What follows belongs to an exercise in optimizing a design on an open flow for small area, a short achievable clock period and few clock cycles per item; a production flow would make more cautious choices.
Only the layout flow was run in this run; the RTL was not checked for function there.

==> flow/design.v <==
module simple_generic_matrix_mult #(
    parameter integer M = 3,
    parameter integer N = 3,
    parameter integer P = 3,
    parameter integer DATA_WIDTH = 8
)(
    input  wire clk,
    input  wire rst,
    input  wire start,
    input  wire signed [DATA_WIDTH-1:0] a_in,
    input  wire [$clog2(M*N)-1:0] a_addr,
    input  wire a_wen,
    input  wire signed [DATA_WIDTH-1:0] b_in,
    input  wire [$clog2(N*P)-1:0] b_addr,
    input  wire b_wen,
    output reg [2*DATA_WIDTH-1:0] c_out,
    output reg c_valid,
    output reg done
);
    localparam integer E = 1;    
    reg [3:0] t;
    wire rd = start | ((t != 0) & (t <= 8));           
    wire rot_b = rd;                                    
    wire rot_a = rd & ((t == 2) | (t == 5) | (t == 8));  
    always @(posedge clk or posedge rst) begin
        if (rst) begin
            t <= 0;
            c_valid <= 0;
            done <= 0;
        end else begin
            c_valid <= (t >= E) && (t <= E + 8) && (t != 0 || start);
            done <= (t == E + 8);
            t <= (t == E + 8) ? 4'd0 : (start || t != 0) ? t + 4'd1 : 4'd0;
        end
    end
    reg [71:0] Am, Bm;
    genvar x;
    generate
        for (x = 0; x < 9; x = x + 1) begin : st
            wire wa = a_wen & (a_addr == x);
            wire wb = b_wen & (b_addr == x);
            wire ha = ~(wa | rot_a);
            wire hb = ~(wb | rot_b);
            if (x < 3) begin : ao
                always @(posedge clk)
                    Am[8*x +: 8] <= ({8{wa}} & a_in) | ({8{rot_a}} & Am[8*((x + 3) % 9) +: 8])
                                  | ({8{ha}} & Am[8*x +: 8]);
            end else begin : ae
                always @(posedge clk)
                    if (rot_a) Am[8*x +: 8] <= Am[8*((x + 3) % 9) +: 8];
                    else if (wa) Am[8*x +: 8] <= a_in;
            end
            if (x % 3 == 0) begin : bo
                always @(posedge clk)
                    Bm[8*x +: 8] <= ({8{wb}} & b_in) | ({8{rot_b}} & Bm[8*(x + 1) +: 8])
                                  | ({8{hb}} & Bm[8*x +: 8]);
            end else begin : be
                always @(posedge clk)
                    if (rot_b) Bm[8*x +: 8] <= Bm[8*((x % 3 == 2) ? x - 2 : x + 1) +: 8];
                    else if (wb) Bm[8*x +: 8] <= b_in;
            end
        end
    endgenerate
    wire [7:0] ma0 = Am[7:0], ma1 = Am[15:8], ma2 = Am[23:16];
    wire [7:0] mb0 = Bm[7:0], mb1 = Bm[31:24], mb2 = Bm[55:48];
    wire [7:0] a0 = ma0, a1 = ma1, a2 = ma2, b0 = mb0, b1 = mb1, b2 = mb2;
    wire bo0_0, bt0_0, bn0_0, pp0_0_0, pp0_0_1, pp0_0_2, pp0_0_3, pp0_0_4, pp0_0_5, pp0_0_6, pp0_0_7, pp0_0_8, bo0_1, bt0_1, bn0_1, pp0_1_0, pp0_1_1, pp0_1_2, pp0_1_3, pp0_1_4, pp0_1_5, pp0_1_6, pp0_1_7, pp0_1_8, bo0_2, bt0_2, bn0_2, pp0_2_0, pp0_2_1, pp0_2_2, pp0_2_3, pp0_2_4, pp0_2_5, pp0_2_6, pp0_2_7, pp0_2_8, bo0_3, bt0_3, bn0_3, pp0_3_0, pp0_3_1, pp0_3_2, pp0_3_3, pp0_3_4, pp0_3_5, pp0_3_6, pp0_3_7, pp0_3_8, bo1_0, bt1_0, bn1_0, pp1_0_0, pp1_0_1, pp1_0_2, pp1_0_3, pp1_0_4, pp1_0_5, pp1_0_6, pp1_0_7, pp1_0_8, bo1_1, bt1_1, bn1_1, pp1_1_0, pp1_1_1, pp1_1_2, pp1_1_3, pp1_1_4, pp1_1_5, pp1_1_6, pp1_1_7, pp1_1_8, bo1_2, bt1_2, bn1_2, pp1_2_0, pp1_2_1, pp1_2_2, pp1_2_3, pp1_2_4, pp1_2_5, pp1_2_6, pp1_2_7, pp1_2_8, bo1_3, bt1_3, bn1_3, pp1_3_0, pp1_3_1, pp1_3_2, pp1_3_3, pp1_3_4, pp1_3_5, pp1_3_6, pp1_3_7, pp1_3_8, bo2_0, bt2_0, bn2_0, pp2_0_0, pp2_0_1, pp2_0_2, pp2_0_3, pp2_0_4, pp2_0_5, pp2_0_6, pp2_0_7, pp2_0_8, bo2_1, bt2_1, bn2_1, pp2_1_0, pp2_1_1, pp2_1_2, pp2_1_3, pp2_1_4, pp2_1_5, pp2_1_6, pp2_1_7, pp2_1_8, bo2_2, bt2_2, bn2_2, pp2_2_0, pp2_2_1, pp2_2_2, pp2_2_3, pp2_2_4, pp2_2_5, pp2_2_6, pp2_2_7, pp2_2_8, bo2_3, bt2_3, bn2_3, pp2_3_0, pp2_3_1, pp2_3_2, pp2_3_3, pp2_3_4, pp2_3_5, pp2_3_6, pp2_3_7, pp2_3_8, s1, c2, s3, c4, s5, c6, s7, c8, s9, c10, s11, c12, s13, c14, s15, c16, s17, c18, s19, c20, s21, c22, s23, c24, s25, c26, s27, c28, s29, c30, s31, c32, s33, c34, s35, c36, s37, c38, s39, c40, s41, c42, s43, c44, s45, c46, s47, c48, s49, c50, s51, c52, s53, c54, s55, c56, s57, c58, s59, c60, s61, c62, s63, c64, s65, c66, s67, c68, s69, c70, s71, c72, s73, c74, s75, c76, s77, c78, s79, c80, s81, c82, s83, c84, s85, c86, s87, c88, s89, c90, s91, c92, s93, c94, s95, c96, s97, c98, s99, c100, s101, c102, s103, c104, s105, c106, s107, c108, s109, c110, s111, c112, s113, c114, s115, c116, s117, c118, s119, c120, s121, c122, s123, c124, s125, c126, s127, c128, s129, c130, s131, c132, s133, c134, s135, c136, s137, c138, s139, c140, s141, c142, s143, c144, s145, c146, s147, c148, s149, c150, s151, c152, s153, c154, s155, c156, s157, c158, s159, c160, s161, c162, s163, c164, s165, c166, s167, c168, s169, c170, s171, c172, s173, c174, s175, c176, s177, c178, s179, c180, s181, c182, s183, c184, s185, c186, s187, c188, s189, c190, s191, c192;
    assign bo0_0 = b0[0] ^ 1'b0;
    assign bt0_0 = (b0[1] ^ b0[0]) & ~(b0[0] ^ 1'b0);
    assign bn0_0 = b0[1];
    assign pp0_0_0 = (bo0_0 & a0[0]) ^ bn0_0;
    mm_bs u_pp0_0_1 (.one(bo0_0), .two(bt0_0), .neg(bn0_0), .x(a0[1]), .y(a0[0]), .p(pp0_0_1));
    mm_bs u_pp0_0_2 (.one(bo0_0), .two(bt0_0), .neg(bn0_0), .x(a0[2]), .y(a0[1]), .p(pp0_0_2));
    mm_bs u_pp0_0_3 (.one(bo0_0), .two(bt0_0), .neg(bn0_0), .x(a0[3]), .y(a0[2]), .p(pp0_0_3));
    mm_bs u_pp0_0_4 (.one(bo0_0), .two(bt0_0), .neg(bn0_0), .x(a0[4]), .y(a0[3]), .p(pp0_0_4));
    mm_bs u_pp0_0_5 (.one(bo0_0), .two(bt0_0), .neg(bn0_0), .x(a0[5]), .y(a0[4]), .p(pp0_0_5));
    mm_bs u_pp0_0_6 (.one(bo0_0), .two(bt0_0), .neg(bn0_0), .x(a0[6]), .y(a0[5]), .p(pp0_0_6));
    mm_bs u_pp0_0_7 (.one(bo0_0), .two(bt0_0), .neg(bn0_0), .x(a0[7]), .y(a0[6]), .p(pp0_0_7));
    assign pp0_0_8 = ~(((bo0_0 | bt0_0) & a0[7]) ^ bn0_0);
    mm_be u_bo0_1 (.b2(b0[3]), .b1(b0[2]), .b0(b0[1]), .one(bo0_1), .two(bt0_1));
    assign bn0_1 = b0[3];
    assign pp0_1_0 = (bo0_1 & a0[0]) ^ bn0_1;
    mm_bs u_pp0_1_1 (.one(bo0_1), .two(bt0_1), .neg(bn0_1), .x(a0[1]), .y(a0[0]), .p(pp0_1_1));
    mm_bs u_pp0_1_2 (.one(bo0_1), .two(bt0_1), .neg(bn0_1), .x(a0[2]), .y(a0[1]), .p(pp0_1_2));
    mm_bs u_pp0_1_3 (.one(bo0_1), .two(bt0_1), .neg(bn0_1), .x(a0[3]), .y(a0[2]), .p(pp0_1_3));
    mm_bs u_pp0_1_4 (.one(bo0_1), .two(bt0_1), .neg(bn0_1), .x(a0[4]), .y(a0[3]), .p(pp0_1_4));
    mm_bs u_pp0_1_5 (.one(bo0_1), .two(bt0_1), .neg(bn0_1), .x(a0[5]), .y(a0[4]), .p(pp0_1_5));
    mm_bs u_pp0_1_6 (.one(bo0_1), .two(bt0_1), .neg(bn0_1), .x(a0[6]), .y(a0[5]), .p(pp0_1_6));
    mm_bs u_pp0_1_7 (.one(bo0_1), .two(bt0_1), .neg(bn0_1), .x(a0[7]), .y(a0[6]), .p(pp0_1_7));
    assign pp0_1_8 = ~(((bo0_1 | bt0_1) & a0[7]) ^ bn0_1);
    mm_be u_bo0_2 (.b2(b0[5]), .b1(b0[4]), .b0(b0[3]), .one(bo0_2), .two(bt0_2));
    assign bn0_2 = b0[5];
    assign pp0_2_0 = (bo0_2 & a0[0]) ^ bn0_2;
    mm_bs u_pp0_2_1 (.one(bo0_2), .two(bt0_2), .neg(bn0_2), .x(a0[1]), .y(a0[0]), .p(pp0_2_1));
    mm_bs u_pp0_2_2 (.one(bo0_2), .two(bt0_2), .neg(bn0_2), .x(a0[2]), .y(a0[1]), .p(pp0_2_2));
    mm_bs u_pp0_2_3 (.one(bo0_2), .two(bt0_2), .neg(bn0_2), .x(a0[3]), .y(a0[2]), .p(pp0_2_3));
    mm_bs u_pp0_2_4 (.one(bo0_2), .two(bt0_2), .neg(bn0_2), .x(a0[4]), .y(a0[3]), .p(pp0_2_4));
    mm_bs u_pp0_2_5 (.one(bo0_2), .two(bt0_2), .neg(bn0_2), .x(a0[5]), .y(a0[4]), .p(pp0_2_5));
    mm_bs u_pp0_2_6 (.one(bo0_2), .two(bt0_2), .neg(bn0_2), .x(a0[6]), .y(a0[5]), .p(pp0_2_6));
    mm_bs u_pp0_2_7 (.one(bo0_2), .two(bt0_2), .neg(bn0_2), .x(a0[7]), .y(a0[6]), .p(pp0_2_7));
    assign pp0_2_8 = ~(((bo0_2 | bt0_2) & a0[7]) ^ bn0_2);
    mm_be u_bo0_3 (.b2(b0[7]), .b1(b0[6]), .b0(b0[5]), .one(bo0_3), .two(bt0_3));
    assign bn0_3 = b0[7];
    assign pp0_3_0 = (bo0_3 & a0[0]) ^ bn0_3;
    mm_bs u_pp0_3_1 (.one(bo0_3), .two(bt0_3), .neg(bn0_3), .x(a0[1]), .y(a0[0]), .p(pp0_3_1));
    mm_bs u_pp0_3_2 (.one(bo0_3), .two(bt0_3), .neg(bn0_3), .x(a0[2]), .y(a0[1]), .p(pp0_3_2));
    mm_bs u_pp0_3_3 (.one(bo0_3), .two(bt0_3), .neg(bn0_3), .x(a0[3]), .y(a0[2]), .p(pp0_3_3));
    mm_bs u_pp0_3_4 (.one(bo0_3), .two(bt0_3), .neg(bn0_3), .x(a0[4]), .y(a0[3]), .p(pp0_3_4));
    mm_bs u_pp0_3_5 (.one(bo0_3), .two(bt0_3), .neg(bn0_3), .x(a0[5]), .y(a0[4]), .p(pp0_3_5));
    mm_bs u_pp0_3_6 (.one(bo0_3), .two(bt0_3), .neg(bn0_3), .x(a0[6]), .y(a0[5]), .p(pp0_3_6));
    mm_bs u_pp0_3_7 (.one(bo0_3), .two(bt0_3), .neg(bn0_3), .x(a0[7]), .y(a0[6]), .p(pp0_3_7));
    assign pp0_3_8 = ~(((bo0_3 | bt0_3) & a0[7]) ^ bn0_3);
    assign bo1_0 = b1[0] ^ 1'b0;
    assign bt1_0 = (b1[1] ^ b1[0]) & ~(b1[0] ^ 1'b0);
    assign bn1_0 = b1[1];
    assign pp1_0_0 = (bo1_0 & a1[0]) ^ bn1_0;
    mm_bs u_pp1_0_1 (.one(bo1_0), .two(bt1_0), .neg(bn1_0), .x(a1[1]), .y(a1[0]), .p(pp1_0_1));
    mm_bs u_pp1_0_2 (.one(bo1_0), .two(bt1_0), .neg(bn1_0), .x(a1[2]), .y(a1[1]), .p(pp1_0_2));
    mm_bs u_pp1_0_3 (.one(bo1_0), .two(bt1_0), .neg(bn1_0), .x(a1[3]), .y(a1[2]), .p(pp1_0_3));
    mm_bs u_pp1_0_4 (.one(bo1_0), .two(bt1_0), .neg(bn1_0), .x(a1[4]), .y(a1[3]), .p(pp1_0_4));
    mm_bs u_pp1_0_5 (.one(bo1_0), .two(bt1_0), .neg(bn1_0), .x(a1[5]), .y(a1[4]), .p(pp1_0_5));
    mm_bs u_pp1_0_6 (.one(bo1_0), .two(bt1_0), .neg(bn1_0), .x(a1[6]), .y(a1[5]), .p(pp1_0_6));
    mm_bs u_pp1_0_7 (.one(bo1_0), .two(bt1_0), .neg(bn1_0), .x(a1[7]), .y(a1[6]), .p(pp1_0_7));
    assign pp1_0_8 = ~(((bo1_0 | bt1_0) & a1[7]) ^ bn1_0);
    mm_be u_bo1_1 (.b2(b1[3]), .b1(b1[2]), .b0(b1[1]), .one(bo1_1), .two(bt1_1));
    assign bn1_1 = b1[3];
    assign pp1_1_0 = (bo1_1 & a1[0]) ^ bn1_1;
    mm_bs u_pp1_1_1 (.one(bo1_1), .two(bt1_1), .neg(bn1_1), .x(a1[1]), .y(a1[0]), .p(pp1_1_1));
    mm_bs u_pp1_1_2 (.one(bo1_1), .two(bt1_1), .neg(bn1_1), .x(a1[2]), .y(a1[1]), .p(pp1_1_2));
    mm_bs u_pp1_1_3 (.one(bo1_1), .two(bt1_1), .neg(bn1_1), .x(a1[3]), .y(a1[2]), .p(pp1_1_3));
    mm_bs u_pp1_1_4 (.one(bo1_1), .two(bt1_1), .neg(bn1_1), .x(a1[4]), .y(a1[3]), .p(pp1_1_4));
    mm_bs u_pp1_1_5 (.one(bo1_1), .two(bt1_1), .neg(bn1_1), .x(a1[5]), .y(a1[4]), .p(pp1_1_5));
    mm_bs u_pp1_1_6 (.one(bo1_1), .two(bt1_1), .neg(bn1_1), .x(a1[6]), .y(a1[5]), .p(pp1_1_6));
    mm_bs u_pp1_1_7 (.one(bo1_1), .two(bt1_1), .neg(bn1_1), .x(a1[7]), .y(a1[6]), .p(pp1_1_7));
    assign pp1_1_8 = ~(((bo1_1 | bt1_1) & a1[7]) ^ bn1_1);
    mm_be u_bo1_2 (.b2(b1[5]), .b1(b1[4]), .b0(b1[3]), .one(bo1_2), .two(bt1_2));
    assign bn1_2 = b1[5];
    assign pp1_2_0 = (bo1_2 & a1[0]) ^ bn1_2;
    mm_bs u_pp1_2_1 (.one(bo1_2), .two(bt1_2), .neg(bn1_2), .x(a1[1]), .y(a1[0]), .p(pp1_2_1));
    mm_bs u_pp1_2_2 (.one(bo1_2), .two(bt1_2), .neg(bn1_2), .x(a1[2]), .y(a1[1]), .p(pp1_2_2));
    mm_bs u_pp1_2_3 (.one(bo1_2), .two(bt1_2), .neg(bn1_2), .x(a1[3]), .y(a1[2]), .p(pp1_2_3));
    mm_bs u_pp1_2_4 (.one(bo1_2), .two(bt1_2), .neg(bn1_2), .x(a1[4]), .y(a1[3]), .p(pp1_2_4));
    mm_bs u_pp1_2_5 (.one(bo1_2), .two(bt1_2), .neg(bn1_2), .x(a1[5]), .y(a1[4]), .p(pp1_2_5));
    mm_bs u_pp1_2_6 (.one(bo1_2), .two(bt1_2), .neg(bn1_2), .x(a1[6]), .y(a1[5]), .p(pp1_2_6));
    mm_bs u_pp1_2_7 (.one(bo1_2), .two(bt1_2), .neg(bn1_2), .x(a1[7]), .y(a1[6]), .p(pp1_2_7));
    assign pp1_2_8 = ~(((bo1_2 | bt1_2) & a1[7]) ^ bn1_2);
    mm_be u_bo1_3 (.b2(b1[7]), .b1(b1[6]), .b0(b1[5]), .one(bo1_3), .two(bt1_3));
    assign bn1_3 = b1[7];
    assign pp1_3_0 = (bo1_3 & a1[0]) ^ bn1_3;
    mm_bs u_pp1_3_1 (.one(bo1_3), .two(bt1_3), .neg(bn1_3), .x(a1[1]), .y(a1[0]), .p(pp1_3_1));
    mm_bs u_pp1_3_2 (.one(bo1_3), .two(bt1_3), .neg(bn1_3), .x(a1[2]), .y(a1[1]), .p(pp1_3_2));
    mm_bs u_pp1_3_3 (.one(bo1_3), .two(bt1_3), .neg(bn1_3), .x(a1[3]), .y(a1[2]), .p(pp1_3_3));
    mm_bs u_pp1_3_4 (.one(bo1_3), .two(bt1_3), .neg(bn1_3), .x(a1[4]), .y(a1[3]), .p(pp1_3_4));
    mm_bs u_pp1_3_5 (.one(bo1_3), .two(bt1_3), .neg(bn1_3), .x(a1[5]), .y(a1[4]), .p(pp1_3_5));
    mm_bs u_pp1_3_6 (.one(bo1_3), .two(bt1_3), .neg(bn1_3), .x(a1[6]), .y(a1[5]), .p(pp1_3_6));
    mm_bs u_pp1_3_7 (.one(bo1_3), .two(bt1_3), .neg(bn1_3), .x(a1[7]), .y(a1[6]), .p(pp1_3_7));
    assign pp1_3_8 = ~(((bo1_3 | bt1_3) & a1[7]) ^ bn1_3);
    assign bo2_0 = b2[0] ^ 1'b0;
    assign bt2_0 = (b2[1] ^ b2[0]) & ~(b2[0] ^ 1'b0);
    assign bn2_0 = b2[1];
    assign pp2_0_0 = (bo2_0 & a2[0]) ^ bn2_0;
    mm_bs u_pp2_0_1 (.one(bo2_0), .two(bt2_0), .neg(bn2_0), .x(a2[1]), .y(a2[0]), .p(pp2_0_1));
    mm_bs u_pp2_0_2 (.one(bo2_0), .two(bt2_0), .neg(bn2_0), .x(a2[2]), .y(a2[1]), .p(pp2_0_2));
    mm_bs u_pp2_0_3 (.one(bo2_0), .two(bt2_0), .neg(bn2_0), .x(a2[3]), .y(a2[2]), .p(pp2_0_3));
    mm_bs u_pp2_0_4 (.one(bo2_0), .two(bt2_0), .neg(bn2_0), .x(a2[4]), .y(a2[3]), .p(pp2_0_4));
    mm_bs u_pp2_0_5 (.one(bo2_0), .two(bt2_0), .neg(bn2_0), .x(a2[5]), .y(a2[4]), .p(pp2_0_5));
    mm_bs u_pp2_0_6 (.one(bo2_0), .two(bt2_0), .neg(bn2_0), .x(a2[6]), .y(a2[5]), .p(pp2_0_6));
    mm_bs u_pp2_0_7 (.one(bo2_0), .two(bt2_0), .neg(bn2_0), .x(a2[7]), .y(a2[6]), .p(pp2_0_7));
    assign pp2_0_8 = ~(((bo2_0 | bt2_0) & a2[7]) ^ bn2_0);
    mm_be u_bo2_1 (.b2(b2[3]), .b1(b2[2]), .b0(b2[1]), .one(bo2_1), .two(bt2_1));
    assign bn2_1 = b2[3];
    assign pp2_1_0 = (bo2_1 & a2[0]) ^ bn2_1;
    mm_bs u_pp2_1_1 (.one(bo2_1), .two(bt2_1), .neg(bn2_1), .x(a2[1]), .y(a2[0]), .p(pp2_1_1));
    mm_bs u_pp2_1_2 (.one(bo2_1), .two(bt2_1), .neg(bn2_1), .x(a2[2]), .y(a2[1]), .p(pp2_1_2));
    mm_bs u_pp2_1_3 (.one(bo2_1), .two(bt2_1), .neg(bn2_1), .x(a2[3]), .y(a2[2]), .p(pp2_1_3));
    mm_bs u_pp2_1_4 (.one(bo2_1), .two(bt2_1), .neg(bn2_1), .x(a2[4]), .y(a2[3]), .p(pp2_1_4));
    mm_bs u_pp2_1_5 (.one(bo2_1), .two(bt2_1), .neg(bn2_1), .x(a2[5]), .y(a2[4]), .p(pp2_1_5));
    mm_bs u_pp2_1_6 (.one(bo2_1), .two(bt2_1), .neg(bn2_1), .x(a2[6]), .y(a2[5]), .p(pp2_1_6));
    mm_bs u_pp2_1_7 (.one(bo2_1), .two(bt2_1), .neg(bn2_1), .x(a2[7]), .y(a2[6]), .p(pp2_1_7));
    assign pp2_1_8 = ~(((bo2_1 | bt2_1) & a2[7]) ^ bn2_1);
    mm_be u_bo2_2 (.b2(b2[5]), .b1(b2[4]), .b0(b2[3]), .one(bo2_2), .two(bt2_2));
    assign bn2_2 = b2[5];
    assign pp2_2_0 = (bo2_2 & a2[0]) ^ bn2_2;
    mm_bs u_pp2_2_1 (.one(bo2_2), .two(bt2_2), .neg(bn2_2), .x(a2[1]), .y(a2[0]), .p(pp2_2_1));
    mm_bs u_pp2_2_2 (.one(bo2_2), .two(bt2_2), .neg(bn2_2), .x(a2[2]), .y(a2[1]), .p(pp2_2_2));
    mm_bs u_pp2_2_3 (.one(bo2_2), .two(bt2_2), .neg(bn2_2), .x(a2[3]), .y(a2[2]), .p(pp2_2_3));
    mm_bs u_pp2_2_4 (.one(bo2_2), .two(bt2_2), .neg(bn2_2), .x(a2[4]), .y(a2[3]), .p(pp2_2_4));
    mm_bs u_pp2_2_5 (.one(bo2_2), .two(bt2_2), .neg(bn2_2), .x(a2[5]), .y(a2[4]), .p(pp2_2_5));
    mm_bs u_pp2_2_6 (.one(bo2_2), .two(bt2_2), .neg(bn2_2), .x(a2[6]), .y(a2[5]), .p(pp2_2_6));
    mm_bs u_pp2_2_7 (.one(bo2_2), .two(bt2_2), .neg(bn2_2), .x(a2[7]), .y(a2[6]), .p(pp2_2_7));
    assign pp2_2_8 = ~(((bo2_2 | bt2_2) & a2[7]) ^ bn2_2);
    mm_be u_bo2_3 (.b2(b2[7]), .b1(b2[6]), .b0(b2[5]), .one(bo2_3), .two(bt2_3));
    assign bn2_3 = b2[7];
    assign pp2_3_0 = (bo2_3 & a2[0]) ^ bn2_3;
    mm_bs u_pp2_3_1 (.one(bo2_3), .two(bt2_3), .neg(bn2_3), .x(a2[1]), .y(a2[0]), .p(pp2_3_1));
    mm_bs u_pp2_3_2 (.one(bo2_3), .two(bt2_3), .neg(bn2_3), .x(a2[2]), .y(a2[1]), .p(pp2_3_2));
    mm_bs u_pp2_3_3 (.one(bo2_3), .two(bt2_3), .neg(bn2_3), .x(a2[3]), .y(a2[2]), .p(pp2_3_3));
    mm_bs u_pp2_3_4 (.one(bo2_3), .two(bt2_3), .neg(bn2_3), .x(a2[4]), .y(a2[3]), .p(pp2_3_4));
    mm_bs u_pp2_3_5 (.one(bo2_3), .two(bt2_3), .neg(bn2_3), .x(a2[5]), .y(a2[4]), .p(pp2_3_5));
    mm_bs u_pp2_3_6 (.one(bo2_3), .two(bt2_3), .neg(bn2_3), .x(a2[6]), .y(a2[5]), .p(pp2_3_6));
    mm_bs u_pp2_3_7 (.one(bo2_3), .two(bt2_3), .neg(bn2_3), .x(a2[7]), .y(a2[6]), .p(pp2_3_7));
    assign pp2_3_8 = ~(((bo2_3 | bt2_3) & a2[7]) ^ bn2_3);
    mm_fa u_s1 (.a(pp0_0_0), .b(bn0_0), .c(pp1_0_0), .s(s1), .co(c2));
    mm_fa u_s3 (.a(bn1_0), .b(pp2_0_0), .c(bn2_0), .s(s3), .co(c4));
    mm_fa u_s5 (.a(pp0_0_1), .b(pp1_0_1), .c(pp2_0_1), .s(s5), .co(c6));
    mm_fa u_s7 (.a(pp0_0_2), .b(pp0_1_0), .c(bn0_1), .s(s7), .co(c8));
    mm_fa u_s9 (.a(pp1_0_2), .b(pp1_1_0), .c(bn1_1), .s(s9), .co(c10));
    mm_fa u_s11 (.a(pp2_0_2), .b(pp2_1_0), .c(bn2_1), .s(s11), .co(c12));
    mm_fa u_s13 (.a(pp0_0_3), .b(pp0_1_1), .c(pp1_0_3), .s(s13), .co(c14));
    mm_fa u_s15 (.a(pp1_1_1), .b(pp2_0_3), .c(pp2_1_1), .s(s15), .co(c16));
    mm_fa u_s17 (.a(pp0_0_4), .b(pp0_1_2), .c(pp0_2_0), .s(s17), .co(c18));
    mm_fa u_s19 (.a(bn0_2), .b(pp1_0_4), .c(pp1_1_2), .s(s19), .co(c20));
    mm_fa u_s21 (.a(pp1_2_0), .b(bn1_2), .c(pp2_0_4), .s(s21), .co(c22));
    mm_fa u_s23 (.a(pp2_1_2), .b(pp2_2_0), .c(bn2_2), .s(s23), .co(c24));
    mm_fa u_s25 (.a(pp0_0_5), .b(pp0_1_3), .c(pp0_2_1), .s(s25), .co(c26));
    mm_fa u_s27 (.a(pp1_0_5), .b(pp1_1_3), .c(pp1_2_1), .s(s27), .co(c28));
    mm_fa u_s29 (.a(pp2_0_5), .b(pp2_1_3), .c(pp2_2_1), .s(s29), .co(c30));
    mm_fa u_s31 (.a(pp0_0_6), .b(pp0_1_4), .c(pp0_2_2), .s(s31), .co(c32));
    mm_fa u_s33 (.a(pp0_3_0), .b(bn0_3), .c(pp1_0_6), .s(s33), .co(c34));
    mm_fa u_s35 (.a(pp1_1_4), .b(pp1_2_2), .c(pp1_3_0), .s(s35), .co(c36));
    mm_fa u_s37 (.a(bn1_3), .b(pp2_0_6), .c(pp2_1_4), .s(s37), .co(c38));
    mm_fa u_s39 (.a(pp2_2_2), .b(pp2_3_0), .c(bn2_3), .s(s39), .co(c40));
    mm_fa u_s41 (.a(pp0_0_7), .b(pp0_1_5), .c(pp0_2_3), .s(s41), .co(c42));
    mm_fa u_s43 (.a(pp0_3_1), .b(pp1_0_7), .c(pp1_1_5), .s(s43), .co(c44));
    mm_fa u_s45 (.a(pp1_2_3), .b(pp1_3_1), .c(pp2_0_7), .s(s45), .co(c46));
    mm_fa u_s47 (.a(pp2_1_5), .b(pp2_2_3), .c(pp2_3_1), .s(s47), .co(c48));
    mm_fa u_s49 (.a(pp0_0_8), .b(pp0_1_6), .c(pp0_2_4), .s(s49), .co(c50));
    mm_fa u_s51 (.a(pp0_3_2), .b(pp1_0_8), .c(pp1_1_6), .s(s51), .co(c52));
    mm_fa u_s53 (.a(pp1_2_4), .b(pp1_3_2), .c(pp2_0_8), .s(s53), .co(c54));
    mm_fa u_s55 (.a(pp2_1_6), .b(pp2_2_4), .c(pp2_3_2), .s(s55), .co(c56));
    mm_fa u_s57 (.a(pp0_1_7), .b(pp0_2_5), .c(pp0_3_3), .s(s57), .co(c58));
    mm_fa u_s59 (.a(pp1_1_7), .b(pp1_2_5), .c(pp1_3_3), .s(s59), .co(c60));
    mm_fa u_s61 (.a(pp2_1_7), .b(pp2_2_5), .c(pp2_3_3), .s(s61), .co(c62));
    mm_fa u_s63 (.a(pp0_1_8), .b(pp0_2_6), .c(pp0_3_4), .s(s63), .co(c64));
    mm_fa u_s65 (.a(pp1_1_8), .b(pp1_2_6), .c(pp1_3_4), .s(s65), .co(c66));
    mm_fa u_s67 (.a(pp2_1_8), .b(pp2_2_6), .c(pp2_3_4), .s(s67), .co(c68));
    mm_fa u_s69 (.a(pp0_2_7), .b(pp0_3_5), .c(pp1_2_7), .s(s69), .co(c70));
    mm_fa u_s71 (.a(pp1_3_5), .b(pp2_2_7), .c(pp2_3_5), .s(s71), .co(c72));
    mm_fa u_s73 (.a(pp0_2_8), .b(pp0_3_6), .c(pp1_2_8), .s(s73), .co(c74));
    mm_fa u_s75 (.a(pp1_3_6), .b(pp2_2_8), .c(pp2_3_6), .s(s75), .co(c76));
    mm_fa u_s77 (.a(pp0_3_7), .b(pp1_3_7), .c(pp2_3_7), .s(s77), .co(c78));
    mm_fa u_s79 (.a(pp0_3_8), .b(pp1_3_8), .c(pp2_3_8), .s(s79), .co(c80));
    mm_fa u_s81 (.a(c2), .b(c4), .c(s5), .s(s81), .co(c82));
    mm_fa u_s83 (.a(c6), .b(s7), .c(s9), .s(s83), .co(c84));
    mm_fa u_s85 (.a(c8), .b(c10), .c(c12), .s(s85), .co(c86));
    mm_fa u_s87 (.a(c14), .b(c16), .c(s17), .s(s87), .co(c88));
    mm_fa u_s89 (.a(s19), .b(s21), .c(s23), .s(s89), .co(c90));
    mm_fa u_s91 (.a(c18), .b(c20), .c(c22), .s(s91), .co(c92));
    mm_fa u_s93 (.a(c24), .b(s25), .c(s27), .s(s93), .co(c94));
    mm_fa u_s95 (.a(c26), .b(c28), .c(c30), .s(s95), .co(c96));
    mm_fa u_s97 (.a(s31), .b(s33), .c(s35), .s(s97), .co(c98));
    mm_fa u_s99 (.a(c32), .b(c34), .c(c36), .s(s99), .co(c100));
    mm_fa u_s101 (.a(c38), .b(c40), .c(s41), .s(s101), .co(c102));
    mm_fa u_s103 (.a(s43), .b(s45), .c(s47), .s(s103), .co(c104));
    mm_fa u_s105 (.a(c42), .b(c44), .c(c46), .s(s105), .co(c106));
    mm_fa u_s107 (.a(c48), .b(s49), .c(s51), .s(s107), .co(c108));
    assign s109 = ~(s53 ^ s55);
    assign c110 = s53 | s55;
    mm_fa u_s111 (.a(c50), .b(c52), .c(c54), .s(s111), .co(c112));
    mm_fa u_s113 (.a(c56), .b(s57), .c(s59), .s(s113), .co(c114));
    mm_fa u_s115 (.a(c58), .b(c60), .c(c62), .s(s115), .co(c116));
    mm_fa u_s117 (.a(s63), .b(s65), .c(s67), .s(s117), .co(c118));
    mm_fa u_s119 (.a(c64), .b(c66), .c(c68), .s(s119), .co(c120));
    mm_fa u_s121 (.a(c70), .b(c72), .c(s73), .s(s121), .co(c122));
    mm_fa u_s123 (.a(c74), .b(c76), .c(s77), .s(s123), .co(c124));
    mm_fa u_s125 (.a(c82), .b(s83), .c(s11), .s(s125), .co(c126));
    mm_fa u_s127 (.a(c84), .b(s85), .c(s13), .s(s127), .co(c128));
    mm_fa u_s129 (.a(c86), .b(s87), .c(s89), .s(s129), .co(c130));
    mm_fa u_s131 (.a(c88), .b(c90), .c(s91), .s(s131), .co(c132));
    mm_fa u_s133 (.a(c92), .b(c94), .c(s95), .s(s133), .co(c134));
    mm_fa u_s135 (.a(s97), .b(s37), .c(s39), .s(s135), .co(c136));
    mm_fa u_s137 (.a(c96), .b(c98), .c(s99), .s(s137), .co(c138));
    mm_fa u_s139 (.a(c100), .b(c102), .c(c104), .s(s139), .co(c140));
    mm_fa u_s141 (.a(s105), .b(s107), .c(s109), .s(s141), .co(c142));
    mm_fa u_s143 (.a(c106), .b(c108), .c(c110), .s(s143), .co(c144));
    mm_fa u_s145 (.a(s111), .b(s113), .c(s61), .s(s145), .co(c146));
    mm_fa u_s147 (.a(c112), .b(c114), .c(s115), .s(s147), .co(c148));
    mm_fa u_s149 (.a(c116), .b(c118), .c(s119), .s(s149), .co(c150));
    mm_fa u_s151 (.a(c120), .b(s121), .c(s75), .s(s151), .co(c152));
    mm_fa u_s153 (.a(c124), .b(c78), .c(s79), .s(s153), .co(c154));
    mm_ha u_s155 (.a(ra_c134), .b(ra_c136), .s(s155), .co(c156));
    mm_ha u_s157 (.a(ra_c130), .b(ra_s131), .s(s157), .co(c158));
    mm_ha u_s159 (.a(ra_c132), .b(ra_s133), .s(s159), .co(c160));
    mm_fa u_s161 (.a(s155), .b(ra_s137), .c(ra_s101), .s(s161), .co(c162));
    mm_fa u_s163 (.a(c156), .b(ra_c138), .c(ra_s139), .s(s163), .co(c164));
    mm_fa u_s165 (.a(ra_c140), .b(ra_c142), .c(ra_s143), .s(s165), .co(c166));
    mm_fa u_s167 (.a(ra_c144), .b(ra_c146), .c(ra_s147), .s(s167), .co(c168));
    mm_fa u_s169 (.a(ra_c148), .b(ra_s149), .c(ra_s69), .s(s169), .co(c170));
    mm_ha u_s171 (.a(ra_c126), .b(ra_s127), .s(s171), .co(c172));
    mm_ha u_s173 (.a(ra_c128), .b(ra_s129), .s(s173), .co(c174));
    mm_fa u_s175 (.a(s157), .b(ra_s93), .c(ra_s29), .s(s175), .co(c176));
    mm_fa u_s177 (.a(c158), .b(s159), .c(ra_s135), .s(s177), .co(c178));
    mm_fa u_s179 (.a(c160), .b(s161), .c(ra_s103), .s(s179), .co(c180));
    mm_fa u_s181 (.a(c162), .b(s163), .c(ra_s141), .s(s181), .co(c182));
    mm_fa u_s183 (.a(c164), .b(s165), .c(ra_s145), .s(s183), .co(c184));
    mm_fa u_s185 (.a(c166), .b(s167), .c(ra_s117), .s(s185), .co(c186));
    mm_fa u_s187 (.a(c168), .b(s169), .c(ra_s71), .s(s187), .co(c188));
    mm_fa u_s189 (.a(c170), .b(ra_c150), .c(ra_s151), .s(s189), .co(c190));
    mm_fa u_s191 (.a(ra_c152), .b(ra_c122), .c(ra_s123), .s(s191), .co(c192));
    reg ra_s1, ra_s3, ra_s81, ra_s125, ra_c126, ra_s127, ra_s15, ra_c128, ra_s129, ra_c130, ra_s131, ra_s93, ra_s29, ra_c132, ra_s133, ra_s135, ra_c134, ra_c136, ra_s137, ra_s101, ra_s103, ra_c138, ra_s139, ra_s141, ra_c140, ra_c142, ra_s143, ra_s145, ra_c144, ra_c146, ra_s147, ra_s117, ra_c148, ra_s149, ra_s69, ra_s71, ra_c150, ra_s151, ra_c152, ra_c122, ra_s123, ra_s153, ra_c154, ra_c80;
    always @(posedge clk) begin
        ra_s1 <= s1;
        ra_s3 <= s3;
        ra_s81 <= s81;
        ra_s125 <= s125;
        ra_c126 <= c126;
        ra_s127 <= s127;
        ra_s15 <= s15;
        ra_c128 <= c128;
        ra_s129 <= s129;
        ra_c130 <= c130;
        ra_s131 <= s131;
        ra_s93 <= s93;
        ra_s29 <= s29;
        ra_c132 <= c132;
        ra_s133 <= s133;
        ra_s135 <= s135;
        ra_c134 <= c134;
        ra_c136 <= c136;
        ra_s137 <= s137;
        ra_s101 <= s101;
        ra_s103 <= s103;
        ra_c138 <= c138;
        ra_s139 <= s139;
        ra_s141 <= s141;
        ra_c140 <= c140;
        ra_c142 <= c142;
        ra_s143 <= s143;
        ra_s145 <= s145;
        ra_c144 <= c144;
        ra_c146 <= c146;
        ra_s147 <= s147;
        ra_s117 <= s117;
        ra_c148 <= c148;
        ra_s149 <= s149;
        ra_s69 <= s69;
        ra_s71 <= s71;
        ra_c150 <= c150;
        ra_s151 <= s151;
        ra_c152 <= c152;
        ra_c122 <= c122;
        ra_s123 <= s123;
        ra_s153 <= s153;
        ra_c154 <= c154;
        ra_c80 <= c80;
    end
    wire [15:0] row1 = {ra_c154, c192, c190, c188, c186, c184, c182, c180, c178, c176, c174, c172, s171, ra_s125, ra_s81, ra_s1};
    wire [15:0] row2 = {ra_c80, ra_s153, s191, s189, s187, s185, s183, s181, s179, s177, s175, s173, ra_s15, 1'b0, 1'b0, ra_s3};
    always @(posedge clk) c_out <= row1 + row2;
endmodule
module mm_fa (input wire a, input wire b, input wire c, output wire s, output wire co);
    assign s = a ^ b ^ c;
    assign co = (a & b) | (a & c) | (b & c);
endmodule
module mm_be (input wire b2, input wire b1, input wire b0, output wire one, output wire two);
    assign one = b1 ^ b0;
    assign two = (b2 ^ b1) & ~(b1 ^ b0);
endmodule
module mm_bs (input wire one, input wire two, input wire neg, input wire x, input wire y, output wire p);
    assign p = ((one & x) | (two & y)) ^ neg;
endmodule
module mm_ha (input wire a, input wire b, output wire s, output wire co);
    assign s = a ^ b;
    assign co = a & b;
endmodule
==> flow/flow/run.sh <==
#!/bin/bash
set -euo pipefail
bash standard.sh SETUP_SLACK_MARGIN=7 finish > standard_flow.log 2>&1
==> flow/standard.sh <==
#!/bin/bash
# synth_recipe.tcl (not shown) runs the flow's synth.tcl, then flattens the netlist and writes it again
# the make line also repeats each setting of config.mk as NAME=value (left out here)
make -C /OpenROAD-flow-scripts/flow DESIGN_CONFIG=/design/flow/config.mk WORK_HOME=/design/flow/orfs CLKGATE_MAP_FILE= SYNTH_SCRIPT=/design/flow/synth_recipe.tcl "${@:-finish}"
==> flow/config.mk <==
export PLATFORM = sky130hd
export DESIGN_NAME = simple_generic_matrix_mult
export DESIGN_NICKNAME = simple_generic_matrix_mult
export VERILOG_FILES = /design/flow/design.v
export SDC_FILE = /design/flow/constraint.sdc
export NUM_CORES = 4
export LEC_CHECK = 0
export ABC_CLOCK_PERIOD_IN_PS = 3000
export CAP_MARGIN = 20
export CORE_MARGIN = 2
export CORE_UTILIZATION = 60
export CTS_BUF_LIST = sky130_fd_sc_hd__clkbuf_8
export CTS_CLUSTER_DIAMETER = 60
export CTS_CLUSTER_SIZE = 14
export SLEW_MARGIN = 20
export SYNTH_HIERARCHICAL = 1
export SYNTH_MINIMUM_KEEP_SIZE = 0
==> flow/constraint.sdc <==
create_clock -name core_clock -period 10.0 [get_ports {clk}]
set_input_delay 2.0000 -clock core_clock [delete_from_list [all_inputs] [get_ports {clk}]]
set_output_delay 2.0000 -clock core_clock [all_outputs]
set_load 0.01 [all_outputs]
==> results_dict.tcl <==
set metrics [dict create \
    synth_top_area_cell "edfxtp_1" \
    yosysTopAreaCellShare_pct 23.39 \
    hold_class "reg -> reg" \
    via_count 8417 \
    fp.dieW_um 147.3 \
    grt_setup_unrepaired "yes" \
    grt_pass1_wl_mm 47.34 \
    postSynthCellCount 1032 \
    critPathBufInv 1 \
    cpPeakStageDelay_ns 0.37 \
    start_util_pct 61.10 \
    track_usage_pct 28.00 \
    die_area_mm2 0.02170 \
    synth_mux_area_share_pct 0.2741 \
    io_pins 47 \
    wl_per_cell_um 20.66 \
    min_period_ns 3.064 \
    cts.sinks 210 \
    max_freq_ghz 0.3264 \
    core_area_mm2 0.02017 \
    cts_tree "done" \
    worst_slew_pin_slew_ns 0.7506 \
    max_slew_margin_pct 49.89 \
    synthSimpleGateAreaFrac_pct 9.402 \
    ys.warnings.count 7 \
    seq_area_frac_synth_pct 42.16 \
    synth_compound_area_share_pct 19.86 \
    drive_gt1_share_pct 25.26 \
    cts.clk_slew.worst_paths_ns 0.09 \
    critical-path-top-delay-family "flip-flops" \
    synth-seq-cells 210 \
    ant_nets 0 \
    cts_inserted_buffers 22 \
    initialDrtViolationCount 588 \
    ys.flop_type "dfxtp_1" \
    cts_hold_repair.buffers 0 \
    cts_buffer_depth 3 \
    yosysUniqueCellTypes 54 \
    hold_slack_ns 0.4701 \
    nets 1285 \
    outcome "no timing/DRC/antenna violations" \
    syn2layout_area_growth_pct 19.04 \
    maxCapViolCount 0 \
    dieHeight_um 147.3 \
    slew_viol_final 0 \
    tns_ns 0 \
    synthArstFlopShare_pct 2.857 \
    syn_area_mm2 0.01232 \
    grt.overflow.total 0 \
    wirelength_mm 29.46 \
    io_buffers 46 \
    yosys.area_share.xor_xnor_pct 9.240 \
    synth_adder_area_share_pct 17.16 \
    finalHoldViolCount 0 \
    cts.htree.levels 1 \
    drc 0 \
    gp_congestion 0.8242 \
    syn-num-nets 1176 \
    crit_arrival_ns 1.06 \
    rows 52 \
    synth_area_per_cell_um2 11.94 \
    grt_pass1_vias 8317 \
    path_class "reg -> out" \
    crit_required_ns 8.00 \
    crit_fanout 1 \
    cts_root_buf "clkbuf_8" \
    vias_per_cell 5.903 \
    synth_top_family_by_area "compound AO/OA/AOI/OAI gates" \
    path_cells "buf_2" \
    hpwl_mm 20.80 \
    cp-start-kind "flip-flop" \
    end_kind "output port" \
    critPathSlowestCell "dfrtp_1" \
    clk_latency_ns 0.56 \
    setup_viol 0 \
    skew_ns 0.02369 \
    post-route-util_pct 72.73 \
    synth_edf_count 96 \
    ys_top_cells_by_area "edfxtp_1 (23%), dfxtp_1 (18%), fa_1 (15%)" \
    min_period_over_period_pct 30.64 \
    dp_slack_ns 5.459 \
    antenna_found_initial 0 \
    grt_max_degree 61 \
    setup_slack_ns 6.936 \
    antenna_cells 0 \
    drtPass1Iterations 4 \
]
## area by class of cell
type | count | area, µm²
Clock buffer | 25 | 344.1
Clock inverter | 14 | 92.59
Fill cell | 1426 | 5500
Inverter | 14 | 52.55
Multi-Input combinational cell | 778 | 7485
Sequential cell | 210 | 5240
Tap cell | 270 | 337.8
Timing Repair Buffer | 115 | 1117
## cell usage in the layout (no fill, tap or decap), types with 5 or more instances in the layout
cell type,Yosys,final
xor2_4,0,9
buf_12,0,14
dfxtp_1,108,92
nor2_1,7,6
dfrtp_1,6,6
ha_1,25,24
buf_2,14,17
a21oi_1,15,14
a22oi_2,84,84
a22o_1,24,24
o21ai_4,0,17
nand3b_1,12,12
dfxtp_4,0,10
nand2_1,177,176
a22oi_1,24,24
fa_1,90,90
xor2_1,19,10
clkdlybuf4s50_1,0,17
a21o_1,72,72
nor3_4,0,5
dfxtp_2,0,6
clkbuf_8,0,25
xnor2_1,111,109
dlygate4sd2_1,0,9
buf_4,5,49
buf_6,4,6
edfxtp_1,96,96
o21ai_0,25,14
nand2b_1,14,12
inv_1,14,19
## logic make-up (layout without fill, tap and decap cells)
group           Yosys count  count (layout)
simple gates            254             254
xor+xnor                130             130
flops                   210             210
fa+ha+maj               115             115
mux                       3               3
buf+inv                  45             168
compound gates          275             276
## cells in the mapped netlist, drive strengths merged, types with 2 or more instances
cell      n
a21o     72
a21oi    15
a22o     24
a22oi   108
and2      8
and3      2
buf      25
clkbuf    6
dfrtp     6
dfxtp   108
edfxtp   96
fa       90
ha       25
inv      14
mux2      3
nand2   177
nand2b   14
nand3     5
nand3b   12
nand4     2
nor2     10
nor2b     7
nor3     10
o211ai    2
o21a      2
o21ai    35
o21bai    2
o31ai     5
or3b      3
xnor2   111
xor2     19
## Yosys stat by module, one instance, submodules excluded
| module | flip-flops and latches | times used | cells inside | cell area [µm²] |
|---|---|---|---|---|
| simple_generic_matrix_mult | 210 | 1 | 733 | 8391 |
| mm_be | 0 | 9 | 4 | 31.28 |
| mm_bs | 0 | 84 | 2 | 21.27 |
| mm_fa | 0 | 90 | 1 | 20.02 |
| mm_ha | 0 | 5 | 1 | 12.51 |
## flip-flops by register name, summed over array words and instances, names as in the netlist, 4 cells and up
register / count
Am: 72
Bm: 72
c_out: 16
t: 4
## layer usage
layer | GRT usage, % | vias up | part of all wire [%]
met4 | 7.837 | 0 | 2.7
met2 | 45.35 | 224 | 48
met5 | 0 | - | 0
li1 | - | 3916 | -
met3 | 3.789 | 54 | 5.5
met1 | 40.02 | 4223 | 44
## path summary, 6_finish.rpt
path                              start  endpoint  slack, ns  cells past startpoint
worst max-delay path            c_valid   c_valid       6.94                      1
worst min register to register    ra_s3  c_out[0]       0.47                      1
worst max register to register   Bm[30]   ra_s135       7.08                      6
worst min-delay path              ra_s3  c_out[0]       0.47                      1
max in group asynchronous           rst      done       8.14                      2
min in group asynchronous           rst      t[0]       1.65                      2
## through the flow
stage | cell area, µm² | std cells
final | 14670 | 1426
after global routing | 14670 | 1426
after CTS | 14290 | 1395
after detailed placement | 13250 | 1324
after global placement | 13250 | 1324
after floorplan | 12590 | 1032
## repair_timing
item,CTS,global route
endpoints found under the setup margin,285,145
pin swaps,24,9
buffers inserted,29,31
gates cloned,3,0
resized for setup,146,36

[re-timing with driven ports]
How much do the figures lean on ideal ports? The routed layout below was timed once more, with nothing changed but the port constraints.
Step 1, drivers: a clkbuf_16 drives clk and a buf_2 each remaining input, both assumed.
Step 2, shift: input delay + t, output delay - t, t = (earliest + latest rising clock arrival at the registers) / 2. This alone moves slack from input paths to output paths.
Slacks: no drivers / after step 1 / after step 2; pairs: no drivers / after step 1.
t (ns): 0.595
setup slack, ns: 6.936 / 6.892 / 6.428
worst setup path at the end: input to register
worst slew at a driven data input, ns: 0.05
After both steps setup and hold are still met in this run. For this run, drivers alone change the setup slack by -0.044 ns; drivers and shift together by -0.508 ns.
